From an optimization exercise on the open Yosys and OpenROAD flow, aimed at small area and a short achievable clock period; shortcuts taken in it are not production practice.
No run shown here included a check of the RTL's function; only the layout flow was run.
Power figures rest on the tool's default switching activity, not on a simulated workload.

## flow/design.v (module list and top-level ports; edited modules follow where they fit)
// module Decoder: 17 lines
// module ARITHMETIC_UNIT: 1127 lines
// module lOGIC_UNIT: 32 lines
// module CMP_UNIT: 30 lines
// module SHIFT_UNIT: 32 lines
// module ALU_TOP: 21 lines
module ALU_TOP #(parameter width = 16)
(
    input wire [width-1:0] A, B,
    input wire [3:0] ALU_FUN,
    input wire CLK, RST,
    output wire [(width*2)-1:0] Arith_OUT,
    output wire [width-1:0] Logic_OUT, CMP_OUT,
    output wire [width:0] SHIFT_OUT,
    output wire Carry_OUT, Arith_Flag, Logic_Flag, CMP_Flag, SHIFT_Flag
);
  // ...
==> flow/flow/run.sh <==
#!/bin/bash
# The standard layout (the standard.sh: ORFS synthesis through finish).
# The one change: every input and output port still gets its own buffer, but a
# plain sky130_fd_sc_hd__buf_1 instead of the delay cell buffer_ports picks by itself.
set -euo pipefail
export BUFFER_PORTS_ARGS="-buffer_cell sky130_fd_sc_hd__buf_1"
bash standard.sh > standard.log 2>&1
==> flow/standard.sh <==
#!/bin/bash
# synth_recipe.tcl (not shown) runs the flow's synth.tcl, then flattens the netlist and writes it again
# the make line also repeats each setting of config.mk as NAME=value (left out here)
make -C /OpenROAD-flow-scripts/flow DESIGN_CONFIG=/design/flow/config.mk WORK_HOME=/design/flow/orfs CLKGATE_MAP_FILE= SYNTH_SCRIPT=/design/flow/synth_recipe.tcl "${@:-finish}"
==> flow/config.mk <==
export PLATFORM = sky130hd
export DESIGN_NAME = ALU_TOP
export DESIGN_NICKNAME = ALU_TOP
export VERILOG_FILES = /design/flow/design.v
export SDC_FILE = /design/flow/constraint.sdc
export NUM_CORES = 4
export LEC_CHECK = 0
export ABC_AREA = 1
export ABC_CLOCK_PERIOD_IN_PS = 90000
export CAP_MARGIN = 20
export CORE_MARGIN = 2
export CORE_UTILIZATION = 40
export PLACE_DENSITY = 0.75
export SLEW_MARGIN = 20
==> flow/constraint.sdc <==
create_clock -name core_clock -period 90.0 [get_ports {CLK}]
set_input_delay 18.0000 -clock core_clock [delete_from_list [all_inputs] [get_ports {CLK}]]
set_output_delay 18.0000 -clock core_clock [all_outputs]
set_load 0.01 [all_outputs]
==> notes.md, run 1 <==
| Item | Reported |
|:---|:---|
| Family of cells with the greatest summed delay on the critical path | simple AND/OR/NAND/NOR gates |
| Routed via count divided by cell count | 5.584 |
| Antenna Nets Post-Route | 0 |
| Placeable core area | 45190 um2 |
| Fraction of area in registers | 9.308% |
| Final Critical Period | 34.86 ns |
| Category of the most critical setup path | in2reg |
| Cell class with the largest area share | multi-input combinational cells |
| Max stage delay on crit path | 0.75 ns |
| Post-synthesis compound-gate area fraction | 14.83% |
| Share of the final layout cell area in multi-input gates | 73.04% |
| Routed wire length | 62520 um |
| Die extent in y | 217.5 um |
| Die area | 47320 um2 |
| Clock H-tree levels | 3 |
| Pin count of the biggest net entering global routing | 63 |
| Summed negative setup slack over all endpoints | 0 ns |
| Tap Cells | 600 |
| Final critical-path share of the clock period | 38.73% |
| Sequential cell count of the final layout | 71 |
| Cell mode on critical path | sky130_fd_sc_hd__nand2_1 |
| Endpoint of the most critical setup path | ARITHMETIC_UNIT.Arith_OUT[31] |
| EDFF count, synth | 0 |
| Final setup vio count | 0 |
| End-of-flow core utilization | 42.24% |
| Outcome | complete, no violations |
| Power in combinational cells | 358 uW |
| Filler-free cell count of the finished design | 3419 |
| Metal2 WL | 28900 um |
| Final count of hold timing violations | 0 |
| Wirelength per Cell | 18.29 um |
| Total clock buffers created by CTS | 9 |
==> run 2, diff against run 1 <==
--- a/flow/config.mk
+++ b/flow/config.mk
@@ -10,5 +10,7 @@
 export CAP_MARGIN = 20
 export CORE_MARGIN = 2
 export CORE_UTILIZATION = 40
+export CTS_BUF_LIST = sky130_fd_sc_hd__clkbuf_8
+export CTS_CLUSTER_SIZE = 10
 export PLACE_DENSITY = 0.75
 export SLEW_MARGIN = 20
==> run 2 against run 1 <==
Clock power down 23%. Total power down 2.4%. Combinational power about the same. Area after synthesis unchanged. Global-route usage down 0.059 points. Non-clock buffer count unchanged. Still clean on timing, DRC and antenna. Critical path depth unchanged. Sequential power about the same. Critical path type unchanged. Cell count unchanged. Maximum frequency down 0.15%. Largest power group unchanged. Clock-buffer cell count unchanged. Cell area down 0.53%.
==> notes.md, run 2 <==
| Item | Reported | Change |
|:---|:---|:---|
| Outcome | complete, no violations |  |
| Routing usage on met1 | 33.50% |  |
| Number of global-route vias before repair | 17597 |  |
| Summed negative setup slack over all endpoints | 0 ns | unchanged |
| Library cells used by synthesis | 72 |  |
| Fraction of synthesized cell area taken by the top area cell type | 13.96% |  |
| Worst setup slack before clock tree synthesis | 55.07 ns |  |
| Layout-stage area growth over the synthesis result | 4.117% |  |
| Buffers on Ports | 109 |  |
| Number of primary I/O pins | 124 |  |
| Highest-count cells in the layout ignoring fill and taps | sky130_fd_sc_hd__nand2_1 (678), sky130_fd_sc_hd__inv_1 (339), sky130_fd_sc_hd__nand3_1 (239) |  |
| Critical Path End Type | flip-flop |  |
| Starting DRT DRC Count | 2092 |  |
| Ys flop type | sky130_fd_sc_hd__dfrtp_1 |  |
| Antenna Nets Post-Route | 0 | unchanged |
| Starting density of the core | 40.36% |  |
| Maximum fanout along the worst path | 28 |  |
| Filler-free cell count of the finished design | 3419 | unchanged |
| Ranking of synthesized cells by instance count | sky130_fd_sc_hd__nand2_1 (678), sky130_fd_sc_hd__inv_1 (339), sky130_fd_sc_hd__nand3_1 (239) |  |
| Cell with the biggest individual delay on the critical path | sky130_fd_sc_hd__nor2_1 |  |
| Total number of vias | 19119 |  |
| Max reg flops | 32 |  |
| Final setup vio count | 0 | unchanged |
| Mean instance size in the synthesized netlist | 6.525 um2 |  |
| Tightest hold margin | 17.42 ns |  |
| Max Freq | 0.02865 GHz |  |
| Number of register bits inferred by synthesis | 71 |  |
| Final critical-path share of the clock period | 38.79% | +0.057 points |
| Die extent in y | 217.5 um | unchanged |
| Placeable core area | 45190 um2 | unchanged |
| Die width | 217.5 um |  |
| Number of gates resized after cts | 0 |  |
| Biggest area consumer among synthesized cells | sky130_fd_sc_hd__nand2_1 |  |
| Top cells by area in the synthesized netlist | sky130_fd_sc_hd__nand2_1 (14%), sky130_fd_sc_hd__fa_1 (12%), sky130_fd_sc_hd__dfrtp_1 (9.7%) |  |
| # nets final | 3007 |  |
| Layout cells sized above 1 | 10.73% |  |
| Leading cell type in the layout, fill and taps excluded | sky130_fd_sc_hd__nand2_1 |  |
| Worst setup path startpoint | B[15] |  |
| Number of sinks on the clock net | 71 |  |
| Die area | 47320 um2 | unchanged |
| Hold crit path type | in2async |  |
| # Max-Cap Violations | 0 |  |
| Final count of hold timing violations | 0 | unchanged |
| Transition time at the pin with the least slew margin | 0.9900 ns |  |
| Largest registers | ARITHMETIC_UNIT.Arith_OUT (32), SHIFT_UNIT.SHIFT_OUT (17), lOGIC_UNIT.Logic_OUT (16) |  |
| Share of flip-flops with an asynchronous set or reset after synthesis | 100.0% |  |
| Leakage power total | 9.652 nW |  |
| Global routing usage on met3 | 2.748% |  |
| CTS tree | yes |  |
| Cell area after synthesis | 18240 um2 |  |
| Pin count of the biggest net entering global routing | 63 | unchanged |
| Number of slew-limit violations in the final report | 0 |  |
| Category of the most critical setup path | in2reg |  |
| Final worst setup slack | 55.09 ns |  |
| Number of instances in the placed design | 3398 |  |
| Number of buffers on the longest clock path | 2 |  |
| Routed via count divided by cell count | 5.592 | +0.15% |
| Nature of the critical path startpoint | input pin |  |
| Length of the first detailed-routing pass in iterations | 6 |  |
| Remaining global-route overflow | 0 |  |
| Max stage delay on crit path | 0.77 ns | +0.02 ns |
| Number of synthesis warnings | 5 |  |
| Sequential share of the synthesized area | 9.743% |  |
| EDFF count, synth | 0 | unchanged |
| Post-route total power | 427.2 uW |  |
| Post-route DRC violation count | 0 |  |
| Wirelength per Cell | 18.25 um | -0.20% |
| Cell count after synthesis | 2795 |  |
| Data required time at the worst endpoint | 90.28 ns |  |
| Clock H-tree levels | 3 | unchanged |
| Global-route usage over all layers | 25.96% |  |
| Quantity of hold-fixing buffers added after cts | 0 |  |
| Number of antenna violations at the first check in global routing | 4 |  |
| Unrepaired setup endpoints after global routing | no |  |
| Register clock-pin slew on the reported worst setup and hold paths | 0.13 ns |  |
| Total clock buffers created by CTS | 9 | unchanged |
| Gpl congestion | 0.9672 |  |
| Most instantiated library cell after synthesis | sky130_fd_sc_hd__nand2_1 |  |
| Cell mode on critical path | sky130_fd_sc_hd__nand2_1 |  |
| Endpoint of the most critical setup path | ARITHMETIC_UNIT.Arith_OUT[31] |  |
| Clock Root Buffer | sky130_fd_sc_hd__clkbuf_8 |  |
| Number of inserted filler cells in the final layout | 4684 |  |
| Wire length of the first global-routing pass | 96810 um |  |
| Final Critical Period | 34.91 ns | +0.05120 ns |
| Register containing the most flip-flops in the final layout | ARITHMETIC_UNIT.Arith_OUT |  |
| Most used routing layer | met2 |  |
| Worst relative slew slack | 33.76% |  |
| Power density cells | 22.50 nW/um2 |  |
| Final HPWL from detailed placement | 46880 um |  |
| Routed wire length | 62400 um | -0.20% |
| Met2 Resource Use GR | 42.49% |  |
| Number of buffers inserted by post-CTS setup repair | 0 |  |
| WP data arrival | 35.19 ns |  |
| Number of placement rows | 78 |  |
| Maximum vdd drop | 25.19 uV |  |
## run 2: cell types whose count changed in the layout (fill, tap and decap cells not counted)
cell | previous run | this run
sky130_fd_sc_hd__clkbuf_16 | 9 | 0
sky130_fd_sc_hd__clkbuf_8 | 0 | 9
## run 2: worst max-delay path: cells and delay by family
kind	cells	cell delay [ns]
buffers and inverters	14	2.15
AOI/OAI and AO/OA	6	1.45
and+or+nand+nor	108	12.24
adders and majority gates	2	0.80
xor gates and xnor gates	3	0.51
## run 2: worst min-delay path by stage
stage | end | slack (ns) | cells past startpoint
floorplan | ARITHMETIC_UNIT.Arith_Flag | 17.70 | 0
global placement | SHIFT_UNIT.SHIFT_OUT[12] | 17.89 | 1
detailed placement | SHIFT_UNIT.SHIFT_OUT[12] | 17.89 | 1
CTS | SHIFT_UNIT.SHIFT_OUT[10] | 17.43 | 1
global route | SHIFT_UNIT.SHIFT_OUT[10] | 17.45 | 1
finish | SHIFT_UNIT.SHIFT_OUT[10] | 17.42 | 1
## run 2: kinds of logic after synthesis
group | Yosys count | share of synthesized area (%)
buffers and inverters | 566 | 14.10
DFF | 71 | 9.743
muxes | 2 | 0.1098
other | 1 | 0.02056
and+or+nand+nor | 1334 | 34.72
AOI/OAI and AO/OA | 447 | 14.83
adders and majority gates | 159 | 15.48
xor gates and xnor gates | 215 | 11.01
## run 2: metrics by stage
stage	utilization (%)	area [um2]
detailed placement	41.46	18740
global placement	41.46	18740
CTS	41.97	18960
finish	42.02	18990
global route	42.02	18990
floorplan	-	18290
## run 2: per-layer routing
metal | wire length [um] | vias up | part of all wire, %
met1 | 24180 | 8797 | 39
met5 | 0 | - | 0
met4 | 3437 | 0 | 5.5
met2 | 28690 | 1023 | 46
met3 | 6086 | 218 | 9.8
li1 | - | 9081 | -
## run 2: power breakdown
part	internal [mW]	switching (mW)
Clock	0.0160	0.0158
Combinational	0.137	0.221
Sequential	0.0358	0.00219
Total	0.188	0.239
## run 2: layout make-up
cell class              instances  area, um2  area share [%]
clock buffers                   9      123.9          0.6524
well taps                     600      750.7           3.954
repair buffers                152      740.7           3.901
inverters                     405       1538           8.099
clock inverters                 7      105.1          0.5535
flip-flops and latches         71       1777           9.357
diodes                          4      10.01         0.05272
multi-input cells            2171      13940           73.43
==> run 3, diff against run 2 <==
==> flow/flow/run.sh (replaced) <==
#!/bin/bash
# The standard layout (standard.sh) with two changes:
#  1. every input and output port still gets its own buffer, but a plain
#     sky130_fd_sc_hd__buf_1 instead of the delay cell buffer_ports picks by itself;
#  2. after the standard synthesis, fa_bubble.py moves inverters through full-adder
#     cells (FA(~a,~b,~c) = ~FA(a,b,c)) to drop inverters between them. It touches
#     only inverters and the inputs of full adders; the registers are unchanged.
set -euo pipefail
export BUFFER_PORTS_ARGS="-buffer_cell sky130_fd_sc_hd__buf_1"
R="$PWD/orfs/results/$FLOW_PLATFORM/ALU_TOP/base"
bash standard.sh "$R/1_2_yosys.v" > synth.log 2>&1
cp "$R/1_2_yosys.v" yosys_standard.v
if python3 flow/fa_bubble.py yosys_standard.v yosys_bubbled.v > bubble.log 2>&1; then
  cp yosys_bubbled.v "$R/1_2_yosys.v"
fi
bash standard.sh > standard.log 2>&1
==> flow/flow/fa_bubble.py (new file) <==
#!/usr/bin/env python3
"""Push inverters through full-adder cells in a flat gate-level netlist.

A full adder is self-dual: FA(~a, ~b, ~c) = (~SUM, ~COUT).  For each
sky130_fd_sc_hd__fa_* cell we may "flip" it: feed it the complements of its
inputs and take complemented outputs.  Flips are chosen greedily to lower the
number of inverters the netlist needs; the logic function is unchanged.

usage: fa_bubble.py IN.v OUT.v   (prints inverter counts before and after)
"""
import re
import sys
from collections import defaultdict

src = open(sys.argv[1]).read()

# ------------------------------------------------------------------ parse
mod_m = re.search(r"\bmodule\s+(\w+)", src)
endm = src.rindex("endmodule")
cell_re = re.compile(r"^\s*(sky130_fd_sc_hd__\w+)\s+(\S+)\s*\((.*?)\);\s*$", re.S | re.M)
pin_re = re.compile(r"\.(\w+)\(\s*(.*?)\s*\)\s*(?:,|$)", re.S)

OUTPINS = {"X", "Y", "SUM", "COUT", "Q", "Q_N", "HI", "LO"}

cells = []  # dicts: type, name, pins(list of (pin, net)), span
for m in cell_re.finditer(src):
    typ, name, body = m.group(1), m.group(2), m.group(3)
    pins = [(p, n.strip()) for p, n in pin_re.findall(body)]
    cells.append({"type": typ, "name": name, "pins": pins, "span": m.span()})

assigns = re.findall(r"^\s*assign\s+(.*?)\s*=\s*(.*?)\s*;\s*$", src, re.M)

driver = {}
loads = defaultdict(list)  # net -> list of (cell index, pin)
for ci, c in enumerate(cells):
    for p, n in c["pins"]:
        if p in OUTPINS:
            driver[n] = (ci, p)
        else:
            loads[n].append((ci, p))
# assign lhs = rhs : rhs is consumed by something we do not touch
fixed_loads = defaultdict(int)
for lhs, rhs in assigns:
    fixed_loads[rhs.strip()] += 1


def is_inv(c):
    return re.match(r"sky130_fd_sc_hd__(clk)?inv_\d+$", c["type"]) is not None


def is_fa(c):
    return re.match(r"sky130_fd_sc_hd__fa_\d+$", c["type"]) is not None


def pin(c, name):
    for p, n in c["pins"]:
        if p == name:
            return n
    return None


# base signal and polarity of every net: follow inverter chains back
def base_of(net, depth=0):
    d = driver.get(net)
    if d is not None and is_inv(cells[d[0]]) and depth < 50:
        b, pol = base_of(pin(cells[d[0]], "A"), depth + 1)
        return b, pol ^ 1
    return net, 0


# only rewrite inverters that drive nothing but cell pins (not ports)
port_nets = set()
hdr = src[: src.index(";", mod_m.end())]
for m in re.finditer(r"^\s*(input|output|inout)\s+(\[[^\]]*\]\s*)?(\w+)", src, re.M):
    port_nets.add(m.group(3))


def netname_root(n):
    return re.sub(r"\s*\[.*$", "", n)


inv_removable = set()
for ci, c in enumerate(cells):
    if is_inv(c):
        y = pin(c, "Y")
        if netname_root(y) not in port_nets and fixed_loads.get(y, 0) == 0:
            inv_removable.add(ci)

# consumers: every input pin of a kept cell, wanting (base, pol)
def drives_fixed(c):
    for p in ("SUM", "COUT"):
        n = pin(c, p)
        if fixed_loads.get(n, 0) or netname_root(n) in port_nets:
            return True
    return False


fa_ids = [ci for ci, c in enumerate(cells) if is_fa(c) and not drives_fixed(c)]
fa_set = set(fa_ids)
flip = {ci: 0 for ci in fa_ids}
# fa output base signals
fa_out = {}  # net -> ci
for ci in fa_ids:
    for p in ("SUM", "COUT"):
        fa_out[pin(cells[ci], p)] = ci

consumers = defaultdict(list)  # base -> list of (ci, pin, pol)
for ci, c in enumerate(cells):
    if ci in inv_removable:
        continue
    for p, n in c["pins"]:
        if p in OUTPINS:
            continue
        b, pol = base_of(n)
        consumers[b].append((ci, p, pol))
# nets with fixed loads (ports, assigns) and kept inverters' sources want their own net
extra_want = defaultdict(set)  # base -> set of pol needed regardless
for ci, c in enumerate(cells):
    if is_inv(c) and ci not in inv_removable:
        pass  # counted above as consumer of its input
for n in list(fixed_loads) + [n for n in driver if netname_root(n) in port_nets]:
    b, pol = base_of(n)
    extra_want[b].add(pol)


def phys(b):
    """polarity the physical net of base signal b carries"""
    ci = fa_out.get(b)
    return flip[ci] if ci is not None else 0


def need_inv(b):
    pb = phys(b)
    for ci, p, pol in consumers[b]:
        w = pol ^ (flip[ci] if ci in fa_set else 0)
        if w != pb:
            return 1
    for pol in extra_want.get(b, ()):
        if pol != pb:
            return 1
    return 0


def fa_bases(ci):
    c = cells[ci]
    bs = set()
    for p in ("A", "B", "CIN"):
        bs.add(base_of(pin(c, p))[0])
    for p in ("SUM", "COUT"):
        bs.add(pin(c, p))
    return bs


def local_cost(ci):
    return sum(need_inv(b) for b in fa_bases(ci))


before = sum(need_inv(b) for b in consumers)
# simulated annealing over the flips, deterministic seed
import random
import math
rng = random.Random(1)
touch = {ci: fa_bases(ci) for ci in fa_ids}
cur = before
best = before
best_flip = dict(flip)
T0 = 2.0
steps = 200 * max(1, len(fa_ids))
for step in range(steps):
    T = T0 * (1 - step / steps) + 0.01
    ci = rng.choice(fa_ids) if fa_ids else None
    if ci is None:
        break
    c0 = sum(need_inv(b) for b in touch[ci])
    flip[ci] ^= 1
    c1 = sum(need_inv(b) for b in touch[ci])
    d = c1 - c0
    if d <= 0 or rng.random() < math.exp(-d / T):
        cur += d
        if cur < best:
            best = cur
            best_flip = dict(flip)
    else:
        flip[ci] ^= 1
flip.update(best_flip)
after = sum(need_inv(b) for b in consumers)
n_inv_old = sum(1 for ci, c in enumerate(cells) if is_inv(c))
print("inverters: %d in netlist, model %d -> %d, flipped %d of %d full adders" % (
    n_inv_old, before, after, sum(flip.values()), len(fa_ids)))

# ------------------------------------------------------------------ rewrite
# complement net of base b (physical complement)
comp_net = {}
new_cells = []
new_wires = []
k = [0]


def complement(b):
    if b in comp_net:
        return comp_net[b]
    k[0] += 1
    n = "_fab_n%d_" % k[0]
    new_wires.append(n)
    new_cells.append("  sky130_fd_sc_hd__inv_1 _fab_i%d_ (\n    .A(%s%s),\n    .Y(%s)\n  );\n" % (k[0], b, " " if b.startswith("\\") else "", n))
    comp_net[b] = n
    return n


def net_for(b, want):
    return b if want == phys(b) else complement(b)


# extra wants keep their original nets: if a kept net must carry a polarity different
# from its physical one we still need that net driven: handle by driving it from an inverter.
out_parts = []
pos = 0
for ci, c in enumerate(cells):
    s, e = c["span"]
    out_parts.append(src[pos:s])
    pos = e
    if ci in inv_removable:
        continue
    pins = []
    for p, n in c["pins"]:
        if p in OUTPINS:
            pins.append((p, n))
        else:
            b, pol = base_of(n)
            w = pol ^ (flip[ci] if ci in fa_set else 0)
            pins.append((p, net_for(b, w)))
    body = ",\n".join("    .%s(%s%s)" % (pn[0], pn[1], " " if pn[1].startswith("\\") else "") for pn in pins)
    out_parts.append("  %s %s (\n%s\n  );" % (c["type"], c["name"], body))
out_parts.append(src[pos:])
text = "".join(out_parts)

# nets with fixed loads (ports / assigns) whose physical polarity changed: a flipped FA
# driving such a net directly now carries the complement.  Rename: give the FA a new
# output net and drive the old net through an inverter.
fixes = []
for b, pols in extra_want.items():
    pass
for ci in fa_ids:
    if not flip[ci]:
        continue
    for p in ("SUM", "COUT"):
        n = pin(cells[ci], p)
        if extra_want.get(n) or fixed_loads.get(n, 0) or netname_root(n) in port_nets:
            raise SystemExit("flipped FA drives a port net; not handled")

decl = "".join("  wire %s;\n" % w for w in new_wires)
idx = text.index(";", re.search(r"\bmodule\s+\w+", text).end()) + 1
text = text[:idx] + "\n" + decl + text[idx:]
idx = text.rindex("endmodule")
text = text[:idx] + "".join(new_cells) + text[idx:]
open(sys.argv[2], "w").write(text)
print("wrote %s: %d inverters now" % (sys.argv[2], len(re.findall(r"sky130_fd_sc_hd__(?:clk)?inv_\d+ ", text))))
--- a/flow/config.mk
+++ b/flow/config.mk
@@ -10,7 +10,5 @@
 export CAP_MARGIN = 20
 export CORE_MARGIN = 2
 export CORE_UTILIZATION = 40
-export CTS_BUF_LIST = sky130_fd_sc_hd__clkbuf_8
-export CTS_CLUSTER_SIZE = 10
 export PLACE_DENSITY = 0.75
 export SLEW_MARGIN = 20
==> run 3 against run 2 <==
Still clean. Sequential share of layout area rose by 0.087 points. Critical path depth fell by 8. Maximum frequency fell by 2.1%. Utilization rose by 0.43 points. Cell count fell by 1.9%. Critical path type unchanged. Critical endpoint is now ARITHMETIC_UNIT.Arith_OUT[4].
==> notes.md, run 3 <==
| Item | Reported | Change |
|:---|:---|:---|
| Outcome | complete, no violations |  |
| # Max-Cap Violations | 0 | unchanged |
| Max reg flops | 32 | unchanged |
| Number of synthesis warnings | 5 | unchanged |
| Mean instance size in the synthesized netlist | 6.575 um2 | +0.77% |
| Nature of the critical path startpoint | input pin |  |
| Post-route DRC violation count | 0 | unchanged |
| Total clock buffers created by CTS | 9 | unchanged |
| Max stage delay on crit path | 0.77 ns | about the same |
| Routed wire length | 61290 um | -1.8% |
| Number of global-route vias before repair | 17870 | +1.6% |
| Gpl congestion | 0.9615 | -0.59% |
| Unrepaired setup endpoints after global routing | no |  |
| Remaining global-route overflow | 0 | unchanged |
| Routed via count divided by cell count | 5.742 | +2.7% |
| Final critical-path share of the clock period | 39.63% | +0.84 points |
| Category of the most critical setup path | in2reg |  |
| Critical Path End Type | flip-flop |  |
| Register containing the most flip-flops in the final layout | ARITHMETIC_UNIT.Arith_OUT |  |
| Summed negative setup slack over all endpoints | 0 ns | unchanged |
| Hold crit path type | in2async |  |
| Number of primary I/O pins | 124 | unchanged |
| Data required time at the worst endpoint | 90.17 ns | -0.11 ns |
| Number of gates resized after cts | 0 | unchanged |
| Final count of hold timing violations | 0 | unchanged |
| Total number of vias | 19259 | +0.73% |
| CTS tree | yes |  |
| Global-route usage over all layers | 25.73% | -0.23 points |
| Clock Root Buffer | sky130_fd_sc_hd__clkbuf_16 |  |
| Cell area after synthesis | 18010 um2 | -1.2% |
| Die area | 46730 um2 | -1.2% |
| Number of buffers inserted by post-CTS setup repair | 0 | unchanged |
| Layout cells sized above 1 | 8.992% | -1.7 points |
| Length of the first detailed-routing pass in iterations | 6 | unchanged |
| Starting DRT DRC Count | 2217 | +6.0% |
| Leakage power total | 9.516 nW | -1.4% |
| Cell with the biggest individual delay on the critical path | sky130_fd_sc_hd__buf_1 |  |
| Cell count after synthesis | 2739 | -2.0% |
| Power density cells | 23.27 nW/um2 | +3.4% |
| Maximum vdd drop | 38.04 uV | +51% |
| Wirelength per Cell | 18.27 um | +0.13% |
| Quantity of hold-fixing buffers added after cts | 0 | unchanged |
| Highest-count cells in the layout ignoring fill and taps | sky130_fd_sc_hd__nand2_1 (678), sky130_fd_sc_hd__inv_1 (349), sky130_fd_sc_hd__nand3_1 (239) |  |
| Number of antenna violations at the first check in global routing | 4 | unchanged |
| Final HPWL from detailed placement | 45090 um | -3.8% |
| Wire length of the first global-routing pass | 95880 um | -0.97% |
| Leading cell type in the layout, fill and taps excluded | sky130_fd_sc_hd__nand2_1 |  |
| Register clock-pin slew on the reported worst setup and hold paths | 0.07 ns | -0.06 ns |
| Post-route total power | 437.8 uW | +2.5% |
| Final Critical Period | 35.66 ns | +0.7546 ns |
| # nets final | 2950 | -1.9% |
| Maximum fanout along the worst path | 17 | -39% |
| WP data arrival | 35.84 ns | +0.65 ns |
| Worst relative slew slack | 21.95% | -12 points |
| Max Freq | 0.02804 GHz | -2.1% |
| Cell mode on critical path | sky130_fd_sc_hd__nand2_1 |  |
| Number of sinks on the clock net | 71 | unchanged |
| Number of slew-limit violations in the final report | 0 | unchanged |
| Largest registers | ARITHMETIC_UNIT.Arith_OUT (32), SHIFT_UNIT.SHIFT_OUT (17), lOGIC_UNIT.Logic_OUT (16) |  |
| Clock H-tree levels | 3 | unchanged |
| Layout-stage area growth over the synthesis result | 4.467% |  |
| Number of buffers on the longest clock path | 2 | unchanged |
| Transition time at the pin with the least slew margin | 1.166 ns | +0.1764 ns |
| Die width | 216.2 um | -0.62% |
| Die extent in y | 216.2 um | -0.62% |
| Antenna Nets Post-Route | 0 | unchanged |
| Buffers on Ports | 109 | unchanged |
| Placeable core area | 44320 um2 | -1.9% |
| Tightest hold margin | 17.47 ns | +0.05020 ns |
| Starting density of the core | 40.64% | +0.28 points |
| Final setup vio count | 0 | unchanged |
| Pin count of the biggest net entering global routing | 66 | +4.8% |
| Number of placement rows | 77 | -1.3% |
## run 3: power breakdown
part	switching [mW]	internal [mW]
clock network	0.0170	0.0219
logic	0.224	0.138
registers	0.00129	0.0359
total	0.242	0.195
## run 3: per-stage QoR
stage	setup WS [ns]	utilization [%]	instances	cell area, um2
after floorplan	58.59	-	2752	18060
after global placement	54.90	41.72	3333	18490
after detailed placement	54.42	41.72	3333	18490
after CTS	54.74	42.41	3349	18800
after global routing	52.52	42.43	3351	18810
final	54.34	42.45	3354	18810
## run 3: layout make-up
type,count,area [um2]
well taps,592,740.7
flip-flops and latches,71,1777
clock inverters,7,80.08
diodes,4,10.01
clock buffers,9,225.2
multi-input cells,2171,13940
repair buffers,151,733.2
fillers,4609,25500
inverters,349,1310
## run 3: per-layer routing
layer / vias to the layer above / routed length, um / track usage (%)
li1: 8970 / - / -
met1: 8823 / 23690 / 32.69
met2: 1171 / 27160 / 40.98
met3: 293 / 6692 / 5.544
met4: 2 / 3732 / 13.49
met5: - / 11 / 0
## run 3: critical path: cells and delay by family
kind	cells	cell delay, ns
AOI/OAI and AO/OA	8	2.33
adders and majority gates	1	0.32
xor gates and xnor gates	4	0.72
and+or+nand+nor	95	11.17
buffers and inverters	17	3.24
## run 3: worst paths after layout
kind	startpoint	endpoint	cells past startpoint	slack (ns)
min in group core_clock	ALU_FUN[2]	CMP_UNIT.CMP_Flag	2	17.97
max in group asynchronous	RST	ARITHMETIC_UNIT.Arith_OUT[8]	2	71.45
worst min-delay path	RST	SHIFT_UNIT.SHIFT_OUT[6]	1	17.47
worst max-delay path	B[9]	ARITHMETIC_UNIT.Arith_OUT[4]	125	54.34

-- separate check: timing with driven ports --
No port has a modelled driver above. Below, the same layouts with a new extraction and two added sets of constraints. Step 1: set_driving_cell puts a clkbuf_16 on CLK and a buf_2 on each other input, an assumption about the parent block. Step 2 moves the port delays by t, midway between the first and last clock arrival at a register: inputs arrive t later, outputs are due t later. That takes back most of the time a late clock gives input paths. Three values: ideal, step 1, step 2; two values: the first two.
| run | shift t [ns] | slack for setup (ns) | slew at the worst register clock pin (ns) | worst slew at a driven data input, ns |
|---|---|---|---|---|
| run 1 | 0.406 | 55.142 / 55.166 / 54.759 | 0.09 / 0.09 | 0.12 |
| run 2 | 0.442 | 55.091 / 55.109 / 54.667 | 0.13 / 0.13 | 0.12 |
| run 3 | 0.407 | 54.337 / 54.338 / 53.931 | 0.08 / 0.08 | 0.13 |
After both steps every run listed still meets setup and hold. For run 2, which loses most, drivers alone change the setup slack by +0.018 ns; drivers and shift together by -0.424 ns.
